This design comes from an exercise in tuning for small area, a short achievable clock period and few clock cycles on the open sky130 flow, not from production work. In this exercise RTL edits were held to simulation tests only and were not proved equivalent to the original.

## flow/constraint.sdc

```tcl
create_clock -name core_clock -period 11.0 [get_ports {clk}]
set_input_delay 2.2000 -clock core_clock [delete_from_list [all_inputs] [get_ports {clk}]]
set_output_delay 2.2000 -clock core_clock [all_outputs]
set_load 0.01 [all_outputs]
```

## flow/design.v

```verilog
module goldschmidt_divider (
    input wire clk,
    input wire rst_n,
    input wire start,
    input wire [15:0] numerator,       
    input wire [15:0] denominator,     
    output reg [15:0] quotient,        
    output reg valid,
    output reg error
);
reg [4:0] count;
reg [15:0]temp;
localparam [3:0]
    IDLE              = 4'h0,
    VALIDATE_INPUT    = 4'h1,
    NORMALIZE_DENOM   = 4'h2,
    LOOKUP_INIT_APPROX= 4'h3,
    CONVERT           = 4'h4, 
	 FACTOR_CALC       = 4'hB,
    FIRST_MULT        = 4'h5, 
    GOLDSCHMIDT_ITER  = 4'h6, 
    APPLY_CORRECTION  = 4'h7,
    ROUND_RESULT      = 4'h8,
    OUTPUT_RESULT     = 4'h9,
    ERROR_STATE       = 4'hF;
localparam [31:0] Q8_24_ONE = 32'h01000000;   
localparam [31:0] Q8_24_TWO = 32'h02000000;   
localparam [15:0] Q4_12_ONE = 16'h1000;       
localparam [15:0] Q4_12_HALF = 16'h0800;      
localparam MAX_ITERATIONS = 3;
reg [3:0] state, next_state;
reg [2:0] iteration_counter;
reg [31:0] num_q8_24;         
reg [31:0] denom_q8_24;       
reg [31:0] factor_q8_24;      
reg [64:0] mul_temp_64;         
reg [15:0] num_reg, denom_reg;
reg[15:0] denom_norm_reg;
reg[4:0]p; 
reg signed[5:0] shift;
reg[15:0] factor_0;
reg [1:0] fmult_count;
reg [1:0] iter_mult_count;
 always @(*) begin
    if      (denom_reg[15]) p = 15;
    else if (denom_reg[14]) p = 14;
    else if (denom_reg[13]) p = 13;
    else if (denom_reg[12]) p = 12;
    else if (denom_reg[11]) p = 11;
    else if (denom_reg[10]) p = 10;
    else if (denom_reg[9 ]) p = 9;
    else if (denom_reg[8 ]) p = 8;
    else if (denom_reg[7 ]) p = 7;
    else if (denom_reg[6 ]) p = 6;
    else if (denom_reg[5 ]) p = 5;
    else if (denom_reg[4 ]) p = 4;
    else if (denom_reg[3 ]) p = 3;
    else if (denom_reg[2 ]) p = 2;
    else if (denom_reg[1 ]) p = 1;
    else if (denom_reg[0 ]) p = 0;
    else              p = 0; 
	 shift = $signed(11 - p);
	end
reg[2:0]index;
always @(*) begin
    case (index)
      3'd0: factor_0 = 16'd8192;   
      3'd1: factor_0 = 16'd7282;   
      3'd2: factor_0 = 16'd6554;   
      3'd3: factor_0 = 16'd5958;   
      3'd4: factor_0 = 16'd5461;   
      3'd5: factor_0 = 16'd5041;   
      3'd6: factor_0 = 16'd4681;   
      3'd7: factor_0 = 16'd4369;   
      default: factor_0= 16'd0;
    endcase
  end
always @(*) begin
    next_state = state;
    case (state)
        IDLE: begin
            if (start) 
                next_state = VALIDATE_INPUT;
        end
        VALIDATE_INPUT: begin
            if (denom_reg == 16'h0000)   
                next_state = ERROR_STATE;
            else if (num_reg == 16'h0000)   
                next_state = OUTPUT_RESULT;
				else if (denom_reg==16'h1000)    
						next_state= OUTPUT_RESULT;
				else if (num_reg==denom_reg)   
						next_state=OUTPUT_RESULT;
            else
                next_state = NORMALIZE_DENOM;
        end
        NORMALIZE_DENOM: begin
            next_state = LOOKUP_INIT_APPROX;
        end
        LOOKUP_INIT_APPROX: begin
            next_state = CONVERT;
        end
        CONVERT: begin
        next_state = FIRST_MULT; 
		  end
		  FIRST_MULT: begin
            if (fmult_count == 2'd2)
					next_state = FACTOR_CALC;
				else
					next_state = FIRST_MULT;   
        end
		  FACTOR_CALC: begin
				next_state = GOLDSCHMIDT_ITER;
		  end
        GOLDSCHMIDT_ITER: begin
            if (iter_mult_count == 2'd2) begin
					if (iteration_counter == MAX_ITERATIONS - 1)
						next_state = APPLY_CORRECTION;
					else
						next_state = FACTOR_CALC;   
				end else begin
					next_state = GOLDSCHMIDT_ITER;   
				end
        end
        APPLY_CORRECTION: begin
            next_state = ROUND_RESULT;
        end
        ROUND_RESULT: begin
            next_state = OUTPUT_RESULT;
        end
        OUTPUT_RESULT: begin
            next_state = IDLE;
        end
        ERROR_STATE: begin
            next_state = IDLE;
        end
        default: next_state = IDLE;
    endcase
end
always @(posedge clk) begin
        case (state)
            NORMALIZE_DENOM: begin
                if (shift >= 0) begin
							denom_norm_reg <= denom_reg << shift;
					end else begin
							denom_norm_reg <= denom_reg >> -shift;
							end
				end
            LOOKUP_INIT_APPROX: begin
                index <= denom_norm_reg[11:8] - 4'd8;
            end
            default: ;
        endcase
end
always @(posedge clk or negedge rst_n) begin
    if (!rst_n) begin
        state <= IDLE;
        valid <= 1'b0;
        error <= 1'b0;
        quotient <= 16'h0000;
        iteration_counter <= 3'b000;
        num_reg <= 16'h0000;
        denom_reg <= 16'h0000;
        num_q8_24 <= 32'h00000000;
        denom_q8_24 <= 32'h00000000;
        factor_q8_24 <= 32'h00000000;
        mul_temp_64 <= 64'h00000000;
		  fmult_count <= 2'd0;
		  iter_mult_count <= 2'd0;
    end else begin
        state <= next_state;
        case (state)
            IDLE: begin
                valid <= 1'b0;
                error <= 1'b0;
                if (start) begin
                    num_reg <= numerator;
                    denom_reg <= denominator;
                    iteration_counter <= 3'b000;
						  fmult_count <= 2'd0;
						  iter_mult_count <= 2'd0;
                end
            end
            VALIDATE_INPUT: begin
                if (num_reg == 16'h0000) 
                    quotient <= 16'h0000;   
					else if (denom_reg==16'h1000) 
						  quotient <= num_reg;
					else if (num_reg==denom_reg)
							quotient<=16'h1000;
            end
				CONVERT: begin 
            denom_q8_24 <= {denom_norm_reg, 12'b0};  
            num_q8_24 <= {num_reg, 12'b0}; 
				factor_q8_24 <= factor_0 << 12;  
				end
				FIRST_MULT: begin
					case (fmult_count)
						2'd0: begin
							mul_temp_64 <= num_q8_24 * factor_q8_24;
							fmult_count <= 2'd1;
						end
						2'd1: begin
							num_q8_24 <= mul_temp_64[55:24];
							mul_temp_64 <= denom_q8_24 * factor_q8_24;
							fmult_count <= 2'd2;
						end
						2'd2: begin
							denom_q8_24 <= mul_temp_64[55:24];
							fmult_count <= 2'd0;
						end
					endcase
				end
				FACTOR_CALC: begin
					factor_q8_24 <= Q8_24_TWO - denom_q8_24;
				end
            GOLDSCHMIDT_ITER: begin
					 case (iter_mult_count)
						  2'd0: begin
								mul_temp_64 <= num_q8_24 * factor_q8_24;
								iter_mult_count <= 2'd1;
						  end
						  2'd1: begin
								num_q8_24 <= mul_temp_64[55:24];
								mul_temp_64 <= denom_q8_24 * factor_q8_24;
								iter_mult_count <= 2'd2;
						  end
						  2'd2: begin
								denom_q8_24 <= mul_temp_64[55:24];
								iter_mult_count <= 2'd0;
								iteration_counter <= iteration_counter + 1;
						  end
					 endcase
				end
            APPLY_CORRECTION: begin
                if (shift>=0) begin
                    num_q8_24 <= num_q8_24 << (shift);
                end else begin
                    num_q8_24 <= num_q8_24 >> (-shift);
                end
            end
            ROUND_RESULT: begin
                quotient <= num_q8_24[27:12];   
            end
            OUTPUT_RESULT: begin
                valid <= 1'b1;
                error <= 1'b0;
            end
            ERROR_STATE: begin
                valid <= 1'b1;
                error <= 1'b1;
                quotient <= 16'h0000;
            end
        endcase
    end
end
endmodule
```

## flow/config.mk

```make
export PLATFORM = sky130hd
export DESIGN_NAME = goldschmidt_divider
export DESIGN_NICKNAME = goldschmidt_divider
export VERILOG_FILES = /design/flow/design.v
export SDC_FILE = /design/flow/constraint.sdc
export NUM_CORES = 4
export LEC_CHECK = 0
export CAP_MARGIN = 20
export CORE_MARGIN = 2
export CORE_UTILIZATION = 40
export SLEW_MARGIN = 20
```

## flow/run.sh

```bash
#!/bin/bash
# synth_recipe.tcl (not shown) runs the flow's synth.tcl, then flattens the netlist and writes it again
# the make line also repeats each setting of config.mk as NAME=value (left out here)
make -C /OpenROAD-flow-scripts/flow DESIGN_CONFIG=/design/flow/config.mk WORK_HOME=/design/flow/orfs CLKGATE_MAP_FILE= SYNTH_SCRIPT=/design/flow/synth_recipe.tcl finish
```

==> impl_metrics.tcl, run 1 <==
set metrics [dict create \
    status "finished clean" \
    hold_end "factor_q8_24[20]$_DFFE_PN0P_" \
    grt.busiest_layer "met2" \
    grt_pass1_vias 63690 \
    r2r-end "mul_temp_64[55]$_DFFE_PN0P_" \
    worst_pin_slew_ns 1.223 \
    r2r_start "factor_q8_24[17]$_DFFE_PN0P_" \
    min-delay-path-class "reg2reg" \
    slew_headroom_pct 18.45 \
    reg2reg_slack_ns 1.45 \
    yosys.area.top_type_share_pct 45.40 \
    criticalPathCategory "reg2reg" \
    finalMaxSlewViolations 0 \
    yosys_register_bits 222 \
    ys_seq_area_share_pct 7.281 \
    met2_usage_pct 42.35 \
    areaGrowthSynthToFinish_pct 4.860 \
    syn_avg_cell_area_um2 8.991 \
    maxCapViolCount 0 \
    num_vias 58530 \
    numCtsBuffers 29 \
    ctsResizeCount 0 \
    fp.dieH_um 441.7 \
    ant_nets 0 \
    ys_warn_count 1 \
    setup_viol 0 \
    grt_antenna_before_repair 6 \
    cts-hold-fix-buffers 0 \
    fmax_mhz 104.7 \
    synth.distinct_cells 93 \
    synth_area_um2 76640 \
    gp_congestion 0.9541 \
    synth_edf_count 19 \
    initial_core_util_pct 40.30 \
    synth_top_flop_cell "dfrtp_1" \
    overflow 0 \
    fill_cells 18900 \
    nNetsFinal 10390 \
    cts.path.max_buffers 3 \
    cts_tree "done" \
    period_share_pct 86.81 \
    period_needed_ns 9.549 \
    drtIter0Drc 4919 \
    dpl.hpwl_um 192300 \
    wl_per_cell_um 23.08 \
    grt_use_total_pct 25.88 \
    grt_pass1_wl_um 390600 \
    cp.required_ns 11.48 \
    synthArstFlopShare_pct 85.14 \
    die_width_um 441.7 \
    use_met1_pct 34.91 \
    hold_path_depth 2 \
    skew_ns 0.05914 \
    path_max_fanout 33 \
    die_area_um2 195100 \
    drc_errors 0 \
    r2r_cells 24 \
    first_pass_iters 8 \
    crit_arrival_ns 10.03 \
    port_buffers 52 \
    cts.sinks 222 \
    cts-htree-levels 1 \
    root_buffer "clkbuf_16" \
    netlist_top_cells_area "fa_1 (45%), and2_1 (8.4%), inv_1 (8.3%)" \
    yosysTopAreaCell "fa_1" \
    whs_ns 0.4905 \
    fin_util_pct 42.26 \
    core_um2 190200 \
    grt_max_degree 85 \
    clk_latency_ns 0.65 \
    yosysMostFrequentCell "fa_1" \
    rows 160 \
    drive_gt1_share_pct 4.587 \
    post_cts_buffers 0 \
    hold_viol 0 \
    syn_inst 8525 \
    end_kind "flip-flop" \
    tns_ns 0 \
    gr-usage-met3_pct 3.892 \
    clkTransAtPathRegs_ns 0.06 \
    synth_common_cells "fa_1 (1738), inv_1 (1703), nand2_1 (1265), and2_1 (1033), clkbuf_1 (548)" \
    hold_path.startpoint "factor_0[8]$_DFF_P_" \
    start_kind "flip-flop" \
    pin_count 53 \
    syn-num-nets 10740 \
    rsz0062_at_grt "false" \
    viasPerCell 5.465 \
    wl_um 247200 \
]
[cells in the final DEF (no fill, tap or decap), drive strengths merged, types with 53 or more instances in the layout]
cell / n
and2: 1033
xor2: 55
fa: 1738
inv: 1716
nor2: 169
a21o: 53
ha: 438
mux2i: 150
dfrtp: 189
xnor2: 89
nand3: 76
buf: 175
nand2: 1265
a21oi: 173
o21ai: 195
[metal layers]
layer / vias to the layer above / wire length [µm] / share of wire (%)
met5: - / 51 / 0.021
met4: 8 / 10600 / 4.3
met3: 509 / 18370 / 7.4
met2: 2430 / 116300 / 47
met1: 30770 / 101900 / 41
li1: 24810 / - / -
[cell families (layout without fill, tap and decap cells)]
kind of cell	after synthesis	in the layout	share of synthesized area (%)
XOR/XNOR	144	144	1.665
AND/OR/NAND/NOR	2726	2726	17.46
other	0	2	0
flip-flops	222	222	7.281
AO/OA/AOI/OAI	714	714	6.021
adder cells (fa/ha/maj)	2176	2176	52.55
buffers and inverters	2318	1990	11.50
multiplexers	225	225	3.531
[area by class of cell]
cell class	instances	area, µm²	area share [%]
clock buffers	32	757.0	0.9419
diodes	2	5.005	0.006227
repair buffers	227	1838	2.287
well taps	2511	3142	3.909
multi-input cells	5985	62350	77.59
clock inverters	22	221.5	0.2756
flip-flops and latches	222	5634	7.010
inverters	1709	6417	7.985
[critical path: stages (launching register included)]
cell and delay (ns):
dfrtp_2 0.89, buf_4 0.61, nand2_1 0.17, fa_1 0.53, fa_1 0.55, inv_1 0.06
fa_1 0.48, fa_1 0.58, fa_1 0.44, fa_1 0.47, fa_1 0.50, inv_1 0.06
fa_1 0.47, inv_1 0.04, ha_1 0.40, nand3_1 0.16, nor4_1 0.49, o221ai_1 0.24
o21ai_0 0.14, a31oi_1 0.12, a41oi_1 0.90, o21ai_0 0.39, o21ai_0 0.36, xnor2_1 0.15
o221ai_1 0.12
[how the worst max path moves through the flow]
stage | start | to | slack (ns) | cells past startpoint
2_1_floorplan | num_q8_24[28]$_DFFE_PN0P_ | mul_temp_64[52]$_DFFE_PN0P_ | 3.43 | 27
3_3_place_gp | factor_q8_24[17]$_DFFE_PN0P_ | mul_temp_64[52]$_DFFE_PN0P_ | 1.89 | 24
3_5_place_dp | factor_q8_24[17]$_DFFE_PN0P_ | mul_temp_64[55]$_DFFE_PN0P_ | 1.66 | 24
4_1_cts | factor_q8_24[17]$_DFFE_PN0P_ | mul_temp_64[55]$_DFFE_PN0P_ | 1.64 | 24
5_1_grt | factor_q8_24[17]$_DFFE_PN0P_ | mul_temp_64[55]$_DFFE_PN0P_ | 1.14 | 24
6_report | factor_q8_24[17]$_DFFE_PN0P_ | mul_temp_64[55]$_DFFE_PN0P_ | 1.45 | 24
[metrics by stage]
step / std cells / setup WS (ns) / instance area (µm²)
floorplan: 8525 / 3.435 / 76640
global placement: 10650 / 1.887 / 79370
detailed placement: 10650 / 1.659 / 79370
CTS: 10710 / 1.640 / 80350
global route: 10710 / 1.139 / 80360
finish: 10710 / 1.451 / 80370
Testbench counts, summed over its fixed seeds: cycles 367,940.
==> run 2, diff against run 1 <==
==> flow/design.v (replaced) <==
module goldschmidt_divider (
    input wire clk,
    input wire rst_n,
    input wire start,
    input wire [15:0] numerator,       
    input wire [15:0] denominator,     
    output reg [15:0] quotient,        
    output reg valid,
    output reg error
);
reg        busy;
reg [4:0]  cnt;
reg [29:0] xn;       
reg [30:0] accn;
reg [25:0] xd;       
reg [26:0] accd;
reg [24:0] y;        
reg [3:0]  lz;       
reg        eq, dz;
wire first = (cnt == 5'd1) | (cnt == 5'd4) | (cnt == 5'd9) | (cnt == 5'd14);
wire last  = (cnt == 5'd3) | (cnt == 5'd8) | (cnt == 5'd13) | (cnt == 5'd18);
wire norm  = (cnt == 5'd0);
wire done  = (cnt == 5'd19);
wire [30:0] x2n = {xn, 1'b0};
wire [26:0] x2d = {xd, 1'b0};
wire [35:0] sumn = (first ? {5'd0, x2n} : {5'd0, accn}) + x2n * y[4:0];
wire [31:0] sumd = (first ? {5'd0, x2d} : {5'd0, accd}) + x2d * y[4:0];
wire [15:0] d = xd[15:0];
wire        z3 = (d[15:8] == 8'd0);
wire [15:0] d3 = z3 ? {d[7:0], 8'd0} : d;
wire        z2 = (d3[15:12] == 4'd0);
wire [15:0] d2 = z2 ? {d3[11:0], 4'd0} : d3;
wire        z1 = (d2[15:14] == 2'd0);
wire [15:0] d1 = z1 ? {d2[13:0], 2'd0} : d2;
wire        z0 = ~d1[15];
wire [15:0] d0 = z0 ? {d1[14:0], 1'b0} : d1;
wire [11:0] dn = d0[15:4];
reg [12:0] f0m1;     
always @(*) begin
    case (dn[10:8])
        3'd0: f0m1 = 13'd8191;
        3'd1: f0m1 = 13'd7281;
        3'd2: f0m1 = 13'd6553;
        3'd3: f0m1 = 13'd5957;
        3'd4: f0m1 = 13'd5460;
        3'd5: f0m1 = 13'd5040;
        3'd6: f0m1 = 13'd4680;
        default: f0m1 = 13'd4368;
    endcase
end
wire [44:0] qsh = {15'd0, xn} << lz;
always @(posedge clk or negedge rst_n) begin
    if (!rst_n) begin
        busy  <= 1'b0;
        valid <= 1'b0;
    end else begin
        valid <= busy & done;
        if (!busy)
            busy <= start;
        else if (done)
            busy <= 1'b0;
    end
end
always @(posedge clk) begin
    cnt  <= busy ? cnt + 5'd1 : 5'd0;
    accn <= sumn[35:5];
    accd <= sumd[31:5];
    quotient <= eq ? 16'h1000 : qsh[31:16];
    error    <= dz;
    if (!busy)
        xn <= {numerator, 14'd0};
    else if (last)
        xn <= sumn[34:5];
    if (!busy)
        xd <= {10'd0, denominator};
    else if (norm)
        xd <= {dn, 14'd0};
    else if (last)
        xd <= sumd[30:5];
    if (norm)
        y <= {12'd0, f0m1};
    else if (last)
        y <= ~sumd[29:5];
    else
        y <= {5'd0, y[24:5]};
    if (norm) begin
        lz <= {z3, z2, z1, z0};
        eq <= (xn[29:14] == d);
        dz <= (d == 16'd0);
    end
end
endmodule
==> run 2 against run 1 <==
Die area decreased by 75%. Wire length shrank 79%. Cell area down 74%. Global-route usage fell by 4.0 points. Synthesized area down 75%. Utilization grew 1.4 points. Sequential cell count shrank 55. First-iteration DRC count down 78%. Register-to-register slack better by 2.0 ns. Synthesized cell count fell by 74%. Hold slack lost 0.13 ns. Cell count down 73%. Critical path type unchanged.
==> impl_metrics.tcl, run 2 <==
set metrics [dict create \
    crit_arrival_ns 7.77 \
    hold_viol 0 \
    synth_edf_count 38 \
    overflow 0 \
    drtIter0Drc 1106 \
    yosys.area.top_type_share_pct 16.27 \
    synth_area_um2 19190 \
    cts.sinks 167 \
    min-delay-path-class "reg2reg" \
    dpl.hpwl_um 40550 \
    core_um2 47550 \
    diodes 0 \
    maxCapViolCount 0 \
    synthArstFlopShare_pct 1.198 \
    rsz0062_at_grt "false" \
    areaGrowthSynthToFinish_pct 8.148 \
    ant_nets 0 \
    crit_path_max_incr_delay_ns 0.57 \
    period_needed_ns 7.516 \
    reg_top3 "accn: 30 flops, xn: 30 flops" \
    grt_antenna_before_repair 0 \
    grt_pass1_vias 15900 \
    grt_pass1_wl_um 85860 \
    fmax_mhz 133.1 \
    syn_avg_cell_area_um2 8.554 \
    yosysMostFrequentCell "nand2_1" \
    worst_pin_slew_ns 1.055 \
    viasPerCell 5.550 \
    synth_common_cells "nand2_1 (247), inv_1 (230), and2_1 (174), fa_1 (156), a21oi_1 (147)" \
    cts-htree-levels 4 \
    tns_ns 0 \
    wl_per_cell_um 18.51 \
    root_buffer "clkbuf_16" \
    yosysTopAreaCell "fa_1" \
    multi_input_area_um2 14110 \
    num_vias 15760 \
    cts_tree "done" \
    nNetsFinal 2543 \
    gp_congestion 0.9204 \
    synth.distinct_cells 91 \
    syn-num-nets 2576 \
    die_width_um 223.1 \
    fill_cells 4646 \
    post_cts_buffers 0 \
    end_kind "flip-flop" \
    ys_warn_count 1 \
    port_buffers 52 \
    crit_path_top_delay_cell "fa_1" \
    cp.required_ns 11.25 \
    cts-hold-fix-buffers 0 \
    grt_use_total_pct 21.88 \
    wl_um 52550 \
    path_max_fanout 56 \
    path_delay_family "compound AO/OA/AOI/OAI gates" \
    path_buf_inv 2 \
    slew_headroom_pct 29.40 \
    mostFrequentLayoutCells "nand2_1 (247), inv_1 (230), and2_1 (174), fa_1 (156), a21oi_1 (147)" \
    rows 80 \
    numCtsBuffers 17 \
    netlist_top_cells_area "fa_1 (16%), dfxtp_1 (13%), ha_1 (9.2%)" \
    ctsResizeCount 0 \
    clk_latency_ns 0.50 \
    clkTransAtPathRegs_ns 0.07 \
    drive_gt1_share_pct 7.329 \
    finalMaxSlewViolations 0 \
    grt_max_degree 58 \
    skew_ns 0.01556 \
    die_area_um2 49760 \
    pin_count 53 \
    drc_errors 0 \
    first_pass_iters 5 \
    ys_seq_area_share_pct 19.45 \
    syn_inst 2244 \
    synth_top_flop_cell "dfxtp_1" \
    final_common_cell "nand2_1" \
    initial_core_util_pct 40.37 \
    cts.path.max_buffers 2 \
    regArea_um2 3735 \
    fp.dieH_um 223.1 \
    start_kind "flip-flop" \
    status "finished clean" \
    setup_viol 0 \
    period_share_pct 68.32 \
    criticalPathCategory "reg2reg" \
    yosys_register_bits 167 \
]
[run 2: cell types whose count changed after synthesis, moves of 187 or more]
| cell | change |
|---|---|
| and2_1 | -859 |
| clkbuf_1 | -446 |
| dfrtp_1 | -187 |
| fa_1 | -1582 |
| ha_1 | -297 |
| inv_1 | -1473 |
| nand2_1 | -1018 |
[run 2: final cells by class]
| type | count | area share, % |
|---|---|---|
| clock buffers | 22 | 2.441 |
| clock inverters | 10 | 0.4521 |
| inverters | 239 | 4.322 |
| multi-input cells | 1717 | 67.96 |
| flip-flops and latches | 167 | 17.99 |
| well taps | 615 | 3.707 |
| repair buffers | 69 | 3.122 |
[run 2: cell families (layout without fill, tap and decap cells)]
group,Yosys count,count (layout),synth area share (%)
AOI/OAI and AO/OA,490,490,17.01
DFF,167,167,19.45
adders and majority gates,297,297,25.46
muxes,114,114,7.144
buffers and inverters,360,340,7.164
xor gates and xnor gates,126,126,5.749
and+or+nand+nor,690,690,18.02
[run 2: path summary, 6_finish.rpt]
path | startpoint | endpoint | slack (ns) | depth (start not counted)
setup / recovery | y[2]$_DFF_P_ | xn[27]$_DFFE_PP_ | 3.48 | 27
hold / removal | dz$_DFFE_PP_ | error$_DFF_P_ | 0.36 | 0
setup reg to reg | y[2]$_DFF_P_ | xn[27]$_DFFE_PP_ | 3.48 | 27
hold reg to reg | dz$_DFFE_PP_ | error$_DFF_P_ | 0.36 | 0
max in group asynchronous | rst_n | valid$_DFF_PN0_ | 9.02 | 1
min in group asynchronous | rst_n | busy$_DFF_PN0_ | 1.87 | 1
[run 2: metal layers]
metal	routed length [µm]	global-route usage (%)	up-vias
met5	0	0	-
met4	1425	7.166	0
met3	2356	3.490	78
met2	25360	37.10	380
met1	23400	28.45	7744
li1	-	-	7555
[run 2: through the flow]
step | worst slack [ns] | area, µm² | cells | utilization [%] | hold WS [ns]
detailed placement | 3.532 | 20160 | 2807 | 42.40 | 0.3281
floorplan | 4.485 | 19190 | 2244 | - | 0.3233
global placement | 3.610 | 20160 | 2807 | 42.40 | 0.3510
finish | 3.484 | 20760 | 2839 | 43.66 | 0.3566
CTS | 3.497 | 20760 | 2839 | 43.66 | 0.3632
global route | 2.962 | 20760 | 2839 | 43.66 | 0.3768
Testbench counts of run 2, summed over its fixed seeds: cycles 336,000.
==> run 3, diff against run 2 <==
--- a/flow/design.v
+++ b/flow/design.v
@@ -19,10 +19,10 @@
 reg        eq, dz;
-wire first = (cnt == 5'd1) | (cnt == 5'd4) | (cnt == 5'd9) | (cnt == 5'd14);
-wire last  = (cnt == 5'd3) | (cnt == 5'd8) | (cnt == 5'd13) | (cnt == 5'd18);
-wire norm  = (cnt == 5'd0);
-wire done  = (cnt == 5'd19);
+reg last, norm, done;
+wire [4:0] cnt_nx = busy ? cnt + 5'd1 : 5'd0;
 wire [30:0] x2n = {xn, 1'b0};
 wire [26:0] x2d = {xd, 1'b0};
-wire [35:0] sumn = (first ? {5'd0, x2n} : {5'd0, accn}) + x2n * y[4:0];
-wire [31:0] sumd = (first ? {5'd0, x2d} : {5'd0, accd}) + x2d * y[4:0];
+wire [35:0] sumn, sumd36;
+wire [31:0] sumd = sumd36[31:0];
+gs_macc #(.W(31), .O(36)) mn (.a(accn), .x(x2n), .y(y[4:0]), .s(sumn));
+gs_macc #(.W(27), .O(36)) md (.a(accd), .x(x2d), .y(y[4:0]), .s(sumd36));
 wire [15:0] d = xd[15:0];
@@ -64,5 +64,20 @@
 always @(posedge clk) begin
-    cnt  <= busy ? cnt + 5'd1 : 5'd0;
-    accn <= sumn[35:5];
-    accd <= sumd[31:5];
+    cnt  <= cnt_nx;
+    norm <= (cnt_nx == 5'd0);
+    last <= (cnt_nx == 5'd3) | (cnt_nx == 5'd8) | (cnt_nx == 5'd13) | (cnt_nx == 5'd18);
+    done <= (cnt_nx == 5'd19);
+    if (!busy)
+        accn <= {numerator, 15'd0};
+    else if (norm)
+        accn <= x2n;
+    else if (last)
+        accn <= {sumn[34:5], 1'b0};
+    else
+        accn <= sumn[35:5];
+    if (norm)
+        accd <= {dn, 15'd0};
+    else if (last)
+        accd <= {sumd[30:5], 1'b0};
+    else
+        accd <= sumd[31:5];
     quotient <= eq ? 16'h1000 : qsh[31:16];
@@ -92 +107,23 @@
 endmodule
+module gs_macc #(parameter W = 31, parameter O = 36) (
+    input  wire [W-1:0] a,
+    input  wire [W-1:0] x,
+    input  wire [4:0]   y,
+    output wire [O-1:0] s
+);
+wire [O-1:0] p0 = {{(O-W){1'b0}}, a};
+wire [O-1:0] p1 = {{(O-W){1'b0}}, x & {W{y[0]}}};
+wire [O-1:0] p2 = {{(O-W){1'b0}}, x & {W{y[1]}}} << 1;
+wire [O-1:0] p3 = {{(O-W){1'b0}}, x & {W{y[2]}}} << 2;
+wire [O-1:0] p4 = {{(O-W){1'b0}}, x & {W{y[3]}}} << 3;
+wire [O-1:0] p5 = {{(O-W){1'b0}}, x & {W{y[4]}}} << 4;
+wire [O-1:0] s1 = p0 ^ p1 ^ p2;
+wire [O-1:0] c1 = ((p0 & p1) | (p0 & p2) | (p1 & p2)) << 1;
+wire [O-1:0] s2 = p3 ^ p4 ^ p5;
+wire [O-1:0] c2 = ((p3 & p4) | (p3 & p5) | (p4 & p5)) << 1;
+wire [O-1:0] s3 = s1 ^ c1 ^ s2;
+wire [O-1:0] c3 = ((s1 & c1) | (s1 & s2) | (c1 & s2)) << 1;
+wire [O-1:0] s4 = s3 ^ c3 ^ c2;
+wire [O-1:0] c4 = ((s3 & c3) | (s3 & c2) | (c3 & c2)) << 1;
+assign s = s4 + c4;
+endmodule
==> run 3 against run 2 <==
Still clean on timing, DRC and antenna. Clock-buffer cell count decreased by 1. Clock skew decreased by 0.0015 ns. Cell count decreased by 5.9%. Global-route usage increased by 1.1 points. Largest cell class unchanged.
==> impl_metrics.tcl, run 3 <==
set metrics [dict create \
    ys_seq_area_share_pct 21.06 \
    grt_max_degree 57 \
    cp.required_ns 11.34 \
    path_max_fanout 31 \
    path_buf_inv 2 \
    die_area_um2 46740 \
    whs_ns 0.3626 \
    port_buffers 52 \
    fp.dieH_um 216.2 \
    hold_path_depth 0 \
    grt_pass1_wl_um 84030 \
    fin_util_pct 43.88 \
    path_common_cell "fa_1" \
    crit_path_max_incr_delay_ns 0.73 \
    rows 77 \
    gp_congestion 0.9063 \
    regArea_um2 3809 \
    rsz0062_at_grt "false" \
    tns_ns 0 \
    dpl.hpwl_um 37750 \
    netlist_top_cells_area "fa_1 (24%), dfxtp_1 (14%), edfxtp_1 (6.3%)" \
    maxCapViolCount 0 \
    syn-num-nets 2435 \
    path_delay_family "compound AO/OA/AOI/OAI gates" \
    first_pass_iters 5 \
    cts_tree "done" \
    ctsResizeCount 0 \
    diodes 0 \
    initial_core_util_pct 40.64 \
    postPlaceCellArea_um2 18870 \
    yosysMostFrequentCell "nand2_1" \
    num_vias 14810 \
    multi_input_area_um2 12600 \
    status "finished clean" \
    worst_pin_slew_ns 0.9515 \
    hold_path.startpoint "dz$_DFFE_PP_" \
    cts-hold-fix-buffers 0 \
    hold_viol 0 \
    synth_edf_count 38 \
    final_common_cell "nand2_1" \
    synth.distinct_cells 81 \
    period_needed_ns 6.065 \
    viasPerCell 5.543 \
    setup_viol 0 \
    ys_warn_count 1 \
    post_cts_buffers 0 \
    synth_common_cells "nand2_1 (299), inv_1 (283), fa_1 (214), and2_1 (133), dfxtp_1 (130)" \
    crit_arrival_ns 6.40 \
    final_cell_area_um2 19450 \
    grt_pass1_vias 15350 \
    reg2reg_slack_ns 4.94 \
    syn_avg_cell_area_um2 8.500 \
    start_kind "flip-flop" \
    cts.sinks 170 \
    reg_top3 "accn: 30 flops, xn: 30 flops" \
    areaGrowthSynthToFinish_pct 7.975 \
    wl_per_cell_um 19.34 \
    synth_top_flop_cell "dfxtp_1" \
    drive_gt1_share_pct 4.810 \
    skew_ns 0.01403 \
    end_kind "flip-flop" \
    crit_path_top_delay_cell "dfxtp_2" \
    drtIter0Drc 1000 \
    cp_cell_sequence "buf_4 -> nand2_1 -> fa_1 -> fa_1 -> inv_1 -> fa_1 -> ha_1 -> a21o_1 -> a211oi_1 -> a21oi_1 -> o31a_1 -> a21boi_0 -> o41ai_1 -> xnor2_1 -> mux2_2 -> o21ai_0" \
    clkTransAtPathRegs_ns 0.08 \
    fill_cells 4414 \
    synth_area_um2 18010 \
    finalMaxSlewViolations 0 \
    r2r_cells 16 \
    clk_latency_ns 0.48 \
    synthArstFlopShare_pct 1.176 \
    core_um2 44320 \
    fmax_mhz 164.9 \
    nNetsFinal 2382 \
    mostFrequentLayoutCells "nand2_1 (299), inv_1 (281), fa_1 (214), and2_1 (133), a21oi_1 (127)" \
    finalWorstSetupSlack_ns 4.935 \
    hold_end "error$_DFF_P_" \
    ant_nets 0 \
    period_share_pct 55.13 \
    wl_um 51650 \
    pin_count 53 \
    grt_antenna_before_repair 0 \
    criticalPathCategory "reg2reg" \
    yosys_register_bits 170 \
    cts.path.max_buffers 2 \
    yosys.area.top_type_share_pct 23.78 \
    die_width_um 216.2 \
    syn_inst 2119 \
    overflow 0 \
    grt_use_total_pct 22.98 \
    root_buffer "clkbuf_16" \
    drc_errors 0 \
    slew_headroom_pct 36.41 \
    min-delay-path-class "reg2reg" \
    cts-htree-levels 4 \
    dp_slack_ns 5.036 \
    r2r_start "y[4]$_DFF_P_" \
    r2r-end "accn[28]$_DFF_P_" \
    numCtsBuffers 17 \
    yosysTopAreaCell "fa_1" \
]
-- run 3: cell count changes in the layout (fill, tap and decap cells not counted), sizes merged, moves of 42 or more --
cell | previous run | this run
inv | 243 | 289
mux2 | 64 | 17
fa | 156 | 214
nand2 | 248 | 299
ha | 141 | 67
and2 | 177 | 135
-- run 3: stage by stage --
stage                     std cells
final                          2671
after global routing           2671
after CTS                      2671
after detailed placement       2639
after global placement         2639
after floorplan                2119
-- run 3: cell families (layout without fill, tap and decap cells) --
group / Yosys count / in the layout / share of synthesized area, %
buffers and inverters: 428 / 388 / 9.002
adder cells (fa/ha/maj): 281 / 281 / 28.44
AO/OA/AOI/OAI: 448 / 448 / 16.00
multiplexers: 72 / 72 / 4.883
XOR/XNOR: 67 / 67 / 3.258
AND/OR/NAND/NOR: 653 / 653 / 17.35
flip-flops: 170 / 170 / 21.06
-- run 3: worst max path at each step --
stage          cells past startpoint         start  slack, ns          endpoint
6_report                          16  y[4]$_DFF_P_       4.94  accn[28]$_DFF_P_
4_1_cts                           16  y[4]$_DFF_P_       4.98  accn[28]$_DFF_P_
5_1_grt                           16  y[4]$_DFF_P_       4.61  accn[27]$_DFF_P_
3_3_place_gp                      15  y[4]$_DFF_P_       5.17  xn[24]$_DFFE_PP_
3_5_place_dp                      16  y[4]$_DFF_P_       5.04  accn[29]$_DFF_P_
2_1_floorplan                     17  y[4]$_DFF_P_       5.99  accd[23]$_DFF_P_
-- run 3: metal layers --
metal  vias up  share of wire [%]  GRT usage (%)
li1       6853                  -              -
met1      7316                 44          30.50
met2       521                 46          37.47
met3       116                5.9          3.340
met4         0                3.9          9.817
met5         -                  0              0
-- run 3: layout make-up --
cell class / instances / share of cell area [%]
Multi-Input combinational cell: 1521 / 64.77
Timing Repair Buffer: 68 / 3.294
Tap cell: 592 / 3.809
Clock buffer: 21 / 2.483
Sequential cell: 170 / 19.58
Inverter: 288 / 5.558
Clock inverter: 11 / 0.5018
Testbench counts of run 3, summed over its fixed seeds: cycles 336,000.
==> run 4, diff against run 3 <==
--- a/flow/config.mk
+++ b/flow/config.mk
@@ -10,2 +10,3 @@
 export CORE_UTILIZATION = 40
+export SETUP_SLACK_MARGIN = 5
 export SLEW_MARGIN = 20
==> run 4 against run 3 <==
Via count increased by 0.14%. Non-clock buffer count unchanged. Clock-buffer cell count unchanged.
==> impl_metrics.tcl, run 4 <==
set metrics [dict create \
    status "finished clean" \
    slew_headroom_pct 38.47 \
    drc_errors 0 \
    fmax_mhz 177.2 \
    synth_top_family_by_area "adder cells" \
    mostFrequentLayoutCells "nand2_1 (299), inv_1 (281), fa_1 (214), and2_1 (133), a21oi_1 (127)" \
    synthXorXnorAreaFrac_pct 3.258 \
    rows 77 \
    synth.distinct_cells 81 \
    root_buffer "clkbuf_16" \
    synth_adder_area_share_pct 28.44 \
    overflow 0 \
    drtIter0Drc 1056 \
    synthArstFlopShare_pct 1.176 \
    synth_compound_area_share_pct 16.00 \
    grt_use_total_pct 22.98 \
    fp.dieH_um 216.2 \
    multi_input_area_um2 12610 \
    end_kind "flip-flop" \
    crit_path_top_delay_cell "dfxtp_4" \
    synth_edf_count 38 \
    cts-htree-levels 4 \
    ys_warn_count 1 \
    cts-hold-fix-buffers 0 \
    grt_antenna_before_repair 0 \
    period_share_pct 51.30 \
    die_area_um2 46740 \
    cp_cell_sequence "buf_4 -> nand2_1 -> fa_1 -> fa_1 -> inv_1 -> fa_1 -> ha_1 -> a21o_1 -> a211oi_1 -> a21oi_1 -> o31a_1 -> a21boi_1 -> o41ai_1 -> xnor2_1 -> mux2_2 -> o21ai_0" \
    regArea_um2 3811 \
    num_vias 14830 \
    areaGrowthSynthToFinish_pct 8.141 \
    reg_top3 "accn: 30 flops, xn: 30 flops" \
    syn_avg_cell_area_um2 8.500 \
    yosys.area.top_type_share_pct 23.78 \
    grt_max_degree 57 \
    drive_gt1_share_pct 4.906 \
    final_common_cell "nand2_1" \
    path_max_fanout 31 \
    cts.path.max_buffers 2 \
    pin_count 53 \
    dpl.hpwl_um 37750 \
    wl_per_cell_um 19.34 \
    maxCapViolCount 0 \
    path_common_cell "fa_1" \
    fill_cells 4411 \
    crit_arrival_ns 5.98 \
    die_width_um 216.2 \
    min-delay-path-class "reg2reg" \
    tns_ns 0 \
    r2r_start "y[4]$_DFF_P_" \
    numCtsBuffers 17 \
    core_um2 44320 \
    first_pass_iters 5 \
    crit_path_max_incr_delay_ns 0.57 \
    synth_top_flop_cell "dfxtp_1" \
    ant_nets 0 \
    gp_congestion 0.9063 \
    finalMaxSlewViolations 0 \
    synth_mux_area_share_pct 4.883 \
    synth_common_cells "nand2_1 (299), inv_1 (283), fa_1 (214), and2_1 (133), dfxtp_1 (130)" \
    startpoint "y[4]$_DFF_P_" \
    skew_ns 0.01362 \
    yosys_register_bits 170 \
    synth_area_um2 18010 \
    cts.sinks 170 \
    wl_um 51670 \
    period_needed_ns 5.643 \
    cts_tree "done" \
    setup_viol 0 \
    diodes 0 \
    clk_latency_ns 0.48 \
    yosysMostFrequentCell "nand2_1" \
    hold_path.startpoint "dz$_DFFE_PP_" \
    fin_util_pct 43.95 \
    clkTransAtPathRegs_ns 0.08 \
    synth_simple_gate_area_share_pct 17.35 \
    start_kind "flip-flop" \
    syn_inst 2119 \
    syn-num-nets 2435 \
    worst_pin_slew_ns 0.9208 \
    yosysTopAreaCell "fa_1" \
    netlist_top_cells_area "fa_1 (24%), dfxtp_1 (14%), edfxtp_1 (6.3%)" \
    criticalPathCategory "reg2reg" \
    viasPerCell 5.551 \
    cp.required_ns 11.34 \
    initial_core_util_pct 40.64 \
    ys_seq_area_share_pct 21.06 \
    reg2reg_slack_ns 5.36 \
    grt_pass1_wl_um 84030 \
    grt_pass1_vias 15350 \
    port_buffers 52 \
    nNetsFinal 2382 \
    hold_viol 0 \
    rsz0062_at_grt "false" \
]
==> run 4: layout make-up <==
cell class	count	area share, %
inverter	288	5.550
clock buffer	21	2.479
clock inverter	11	0.5010
sequential	170	19.57
multi-input combinational	1521	64.74
tap	592	3.803
timing repair buffer	68	3.366
==> run 4: repair_timing <==
action	in CTS	in global routing
pin swaps	0	0
resized for setup	1	7
endpoints found under the setup margin	3	40
hold endpoints to repair	0	0
buffers inserted	0	0
==> run 4: metrics by stage <==
step / cells / cell area (µm²) / hold WS (ns) / setup WS (ns)
2_1_floorplan: 2119 / 18010 / 0.3233 / 5.990
3_3_place_gp: 2639 / 18870 / 0.3530 / 5.175
3_5_place_dp: 2639 / 18870 / 0.3525 / 5.036
4_1_cts: 2671 / 19450 / 0.3681 / 5.079
5_1_grt: 2671 / 19480 / 0.3816 / 5.038
6_report: 2671 / 19480 / 0.3620 / 5.357
==> run 4: worst max-delay path: cells and delay by family, from the launching register on <==
family / cells / cell delay [ns]
mux: 1 / 0.21
compound gates: 7 / 1.81
buf+inv: 2 / 0.49
simple gates: 1 / 0.14
flops: 1 / 0.57
fa+ha+maj: 4 / 1.92
xor+xnor: 1 / 0.31
==> run 4: worst paths after layout <==
check / endpoint / depth (start not counted)
min in group asynchronous: valid$_DFF_PN0_ / 1
worst max register to register: accn[28]$_DFF_P_ / 16
worst min-delay path: error$_DFF_P_ / 0
worst max-delay path: accn[28]$_DFF_P_ / 16
max in group asynchronous: busy$_DFF_PN0_ / 1
worst min register to register: error$_DFF_P_ / 0
==> run 4: kinds of logic after synthesis <==
group	Yosys count
simple gates	653
fa+ha+maj	281
xor+xnor	67
mux	72
buf+inv	428
flops	170
compound gates	448
==> run 4: layer usage <==
layer | global-route usage (%) | part of all wire, % | up-vias
met5 | 0 | 0 | -
met4 | 9.817 | 3.8 | 0
met3 | 3.340 | 5.7 | 122
met2 | 37.47 | 46 | 482
met1 | 30.50 | 44 | 7365
li1 | - | - | 6857
==> run 5, diff against run 4 <==
--- a/flow/design.v
+++ b/flow/design.v
@@ -18,4 +18,4 @@
 reg [3:0]  lz;       
-reg        eq, dz;
-reg last, norm, done;
+reg        eq, dz, d3one;
+reg last, done;
 wire [4:0] cnt_nx = busy ? cnt + 5'd1 : 5'd0;
@@ -27,3 +27,3 @@
 gs_macc #(.W(27), .O(36)) md (.a(accd), .x(x2d), .y(y[4:0]), .s(sumd36));
-wire [15:0] d = xd[15:0];
+wire [15:0] d = denominator;
 wire        z3 = (d[15:8] == 8'd0);
@@ -50,3 +50,4 @@
 end
-wire [44:0] qsh = {15'd0, xn} << lz;
+wire [29:0] n4  = xn + (d3one ? 30'd0 : {9'd0, accn[30:10]});
+wire [44:0] qsh = {15'd0, n4} << lz;
 always @(posedge clk or negedge rst_n) begin
@@ -65,41 +66,26 @@
     cnt  <= cnt_nx;
-    norm <= (cnt_nx == 5'd0);
-    last <= (cnt_nx == 5'd3) | (cnt_nx == 5'd8) | (cnt_nx == 5'd13) | (cnt_nx == 5'd18);
-    done <= (cnt_nx == 5'd19);
-    if (!busy)
-        accn <= {numerator, 15'd0};
-    else if (norm)
-        accn <= x2n;
-    else if (last)
-        accn <= {sumn[34:5], 1'b0};
-    else
-        accn <= sumn[35:5];
-    if (norm)
-        accd <= {dn, 15'd0};
-    else if (last)
-        accd <= {sumd[30:5], 1'b0};
-    else
-        accd <= sumd[31:5];
+    last <= (cnt_nx == 5'd2) | (cnt_nx == 5'd7) | (cnt_nx == 5'd12);
+    done <= (cnt_nx == 5'd16);
     quotient <= eq ? 16'h1000 : qsh[31:16];
     error    <= dz;
-    if (!busy)
-        xn <= {numerator, 14'd0};
-    else if (last)
-        xn <= sumn[34:5];
-    if (!busy)
-        xd <= {10'd0, denominator};
-    else if (norm)
-        xd <= {dn, 14'd0};
-    else if (last)
-        xd <= sumd[30:5];
-    if (norm)
-        y <= {12'd0, f0m1};
-    else if (last)
-        y <= ~sumd[29:5];
-    else
-        y <= {5'd0, y[24:5]};
-    if (norm) begin
-        lz <= {z3, z2, z1, z0};
-        eq <= (xn[29:14] == d);
-        dz <= (d == 16'd0);
+    if (!busy) begin
+        xn   <= {numerator, 14'd0};
+        accn <= {numerator, 15'd0};
+        xd   <= {dn, 14'd0};
+        accd <= {dn, 15'd0};
+        y    <= {12'd0, f0m1};
+        lz   <= {z3, z2, z1, z0};
+        eq   <= (numerator == denominator);
+        dz   <= (denominator == 16'd0);
+    end else if (last) begin
+        xn   <= sumn[34:5];
+        accn <= {sumn[34:5], 1'b0};
+        xd   <= sumd[30:5];
+        accd <= {sumd[30:5], 1'b0};
+        y    <= ~sumd[29:5];
+        d3one <= sumd[29];
+    end else begin
+        accn <= sumn[35:5];
+        accd <= sumd[31:5];
+        y    <= {5'd0, y[24:5]};
     end
==> run 5 against run 4 <==
Non-clock buffer count rose by 1. Maximum frequency fell by 0.89%. Global-route usage fell by 0.82 points. Synthesized area rose by 4.1%. Via count rose by 3.2%. Register-to-register slack got worse by 0.05 ns. Largest cell class unchanged. Synthesized cell count rose by 3.5%. Highest routed layer is now met5. Hold slack got worse by 0.011 ns. Die area rose by 4.1%.
==> impl_metrics.tcl, run 5 <==
set metrics [dict create \
    rsz0062_at_grt "true" \
    final_cell_area_um2 20390 \
    yosysMostFrequentCell "nand2_1" \
    grt_antenna_before_repair 3 \
    synth_common_cells "nand2_1 (315), inv_1 (274), fa_1 (215), dfxtp_1 (133), and2_1 (129)" \
    drtIter0Drc 978 \
    reg_top3 "accn: 30 flops, xn: 30 flops" \
    status "finished clean" \
    die_area_um2 48640 \
    path_common_cell "fa_1" \
    tns_ns 0 \
    viasPerCell 5.482 \
    setup_viol 0 \
    overflow 0 \
    crit_path_max_incr_delay_ns 0.53 \
    rows 79 \
    clk_latency_ns 0.49 \
    diodes 0 \
    start_kind "flip-flop" \
    port_buffers 52 \
    first_pass_iters 5 \
    finalMaxSlewViolations 0 \
    cts.path.max_buffers 2 \
    num_vias 15300 \
    synthArstFlopShare_pct 1.176 \
    syn-num-nets 2530 \
    yosysTopAreaCell "fa_1" \
    ys_warn_count 1 \
    drc_errors 0 \
    ant_nets 0 \
    final_common_cell "nand2_1" \
    fp.dieH_um 220.5 \
    dpl.hpwl_um 38730 \
    gp_congestion 0.8742 \
    crit_arrival_ns 5.93 \
    grt_pass1_vias 15770 \
    post_cts_buffers 0 \
    synth_top_flop_cell "dfxtp_1" \
    fill_cells 4579 \
    cp.required_ns 11.24 \
    r2r_cells 17 \
    synth.distinct_cells 99 \
    reg2reg_slack_ns 5.31 \
    period_needed_ns 5.693 \
    r2r-end "xn[29]$_DFFE_PP_" \
    postPlaceCellArea_um2 19740 \
    numCtsBuffers 17 \
    syn_inst 2193 \
    die_width_um 220.5 \
    period_share_pct 51.76 \
    hold_end "error$_DFF_P_" \
    grt_pass1_wl_um 83850 \
    grt_max_degree 58 \
    fmax_mhz 175.6 \
    hold_path.startpoint "dz$_DFFE_PN_" \
    path_delay_family "adder cells" \
    cts.sinks 170 \
    core_um2 46460 \
    areaGrowthSynthToFinish_pct 8.719 \
    yosys_register_bits 170 \
    root_buffer "clkbuf_16" \
    pin_count 53 \
    worst_pin_slew_ns 1.080 \
    whs_ns 0.3514 \
    hold_path_depth 0 \
    syn_avg_cell_area_um2 8.553 \
    drive_gt1_share_pct 5.266 \
    nNetsFinal 2508 \
    cts-hold-fix-buffers 0 \
    end_kind "flip-flop" \
    hold_viol 0 \
    synth_edf_count 35 \
    synth_area_um2 18760 \
    path_max_fanout 47 \
    criticalPathCategory "reg2reg" \
    cts-htree-levels 4 \
    grt_use_total_pct 22.16 \
    initial_core_util_pct 40.37 \
    yosys.area.top_type_share_pct 22.95 \
    netlist_top_cells_area "fa_1 (23%), dfxtp_1 (14%), nand2_1 (6.3%)" \
    cp_cell_sequence "buf_6 -> nand2_1 -> fa_1 -> fa_1 -> fa_1 -> inv_1 -> fa_1 -> a211o_1 -> a211oi_1 -> nor3_1 -> o2111ai_1 -> a21oi_1 -> o21ai_1 -> a21oi_1 -> xor2_1 -> and2_1 -> mux2_2" \
    cts_tree "done" \
    mostFrequentLayoutCells "nand2_1 (315), inv_1 (272), fa_1 (215), and2_1 (129), dfxtp_1 (127)" \
    crit_path_top_delay_cell "fa_1" \
    skew_ns 0.01757 \
    min-delay-path-class "reg2reg" \
    ys_seq_area_share_pct 20.07 \
    clkTransAtPathRegs_ns 0.09 \
    maxCapViolCount 0 \
    slew_headroom_pct 27.07 \
    wl_um 51060 \
    path_buf_inv 2 \
    wl_per_cell_um 18.29 \
    r2r_start "y[4]$_DFF_P_" \
    startpoint "y[4]$_DFF_P_" \
]
==> run 5: cell count changes after synthesis, sizes merged, moves of 15 or more <==
cell / before / now
o21ai: 109 / 75
nand2: 299 / 316
xnor2: 48 / 63
nor2: 91 / 125
clkbuf: 114 / 89
ha: 67 / 87
a21o: 29 / 56
==> run 5: cell type report <==
type / count / area (µm²) / area share (%)
timing repair buffer: 69 / 666.9 / 3.270
sequential: 170 / 3775 / 18.51
clock inverter: 15 / 206.4 / 1.012
tap: 607 / 759.5 / 3.724
inverter: 278 / 1049 / 5.142
multi-input combinational: 1635 / 13510 / 66.25
clock buffer: 17 / 425.4 / 2.086
==> run 5: worst max path at each step <==
stage | slack (ns) | cells past startpoint | to
after detailed placement | 4.94 | 10 | y[9]$_DFF_P_
after global routing | 4.92 | 17 | xn[29]$_DFFE_PP_
after floorplan | 6.12 | 19 | xn[29]$_DFFE_PP_
final | 5.31 | 17 | xn[29]$_DFFE_PP_
after CTS | 5.03 | 18 | xn[29]$_DFFE_PP_
after global placement | 5.02 | 10 | y[9]$_DFF_P_
==> run 5: cells by family after synthesis <==
family                   after synthesis  share of synthesized area [%]
AO/OA/AOI/OAI                        451                          16.50
XOR/XNOR                              92                          4.336
adder cells (fa/ha/maj)              302                          28.75
buffers and inverters                388                          7.951
flip-flops                           170                          20.07
multiplexers                          53                          3.655
AND/OR/NAND/NOR                      737                          18.74
==> run 5: routing by layer <==
layer	global-route usage [%]	vias to the layer above	part of all wire [%]
met2	36.70	427	47
met3	3.904	77	5.5
met1	29.88	7571	45
li1	-	7222	-
met5	0	-	0.018
met4	5.978	2	2.0
==> run 5: what timing repair did <==
| action | CTS | global route |
|---|---|---|
| endpoints found under the setup margin | 1 | 37 |
| gates cloned | 0 | 0 |
| gates resized for setup | 2 | 8 |
==> run 5: metrics by stage <==
step | util, % | setup slack (ns) | cells
after floorplan | - | 6.119 | 2193
after global placement | 42.48 | 5.023 | 2759
after detailed placement | 42.48 | 4.938 | 2759
after CTS | 43.86 | 5.033 | 2791
after global routing | 43.89 | 4.920 | 2791
final | 43.89 | 5.307 | 2791
Testbench counts of run 5, summed over its fixed seeds: cycles 288,000.

-- static timing again, ports no longer ideal --
How much do the figures lean on ideal ports? The routed layouts below were timed once more, with nothing changed but the port constraints.
Step 1 (the two cells are an assumption about what drives the block):
set clk [get_ports {clk}]
set_driving_cell -lib_cell sky130_fd_sc_hd__clkbuf_16 $clk
set_driving_cell -lib_cell sky130_fd_sc_hd__buf_2 [delete_from_list [all_inputs] $clk]
Step 2 adds t to the input delays and takes it off the output delays; t is the mean of the earliest and latest rising clock arrival at the registers after step 1. Input paths then give back, and output paths get back, about the clock's delay inside the block.
a / b / c = ideal ports / drivers / drivers and shift; a / b = the first two.
run	shift t [ns]	slack for setup (ns)	worst hold slack (ns)	worst setup path after step 2	slew at the worst register clock pin (ns)
run 1	0.670	1.451 / 1.451 / 1.451	0.490 / 0.490 / 0.490	register to register	0.07 / 0.07
run 2	0.540	3.484 / 3.484 / 3.484	0.357 / 0.357 / 0.357	register to register	0.08 / 0.08
run 3	0.527	4.935 / 4.935 / 4.935	0.363 / 0.363 / 0.363	register to register	0.08 / 0.08
run 4	0.528	5.357 / 5.357 / 5.357	0.362 / 0.362 / 0.362	register to register	0.08 / 0.08
run 5	0.532	5.307 / 5.307 / 4.868	0.351 / 0.351 / 0.351	input to register	0.09 / 0.09
After both steps every run listed still meets setup and hold. For run 5, which loses most, drivers alone change the setup slack by 0.000 ns; drivers and shift together by -0.439 ns.
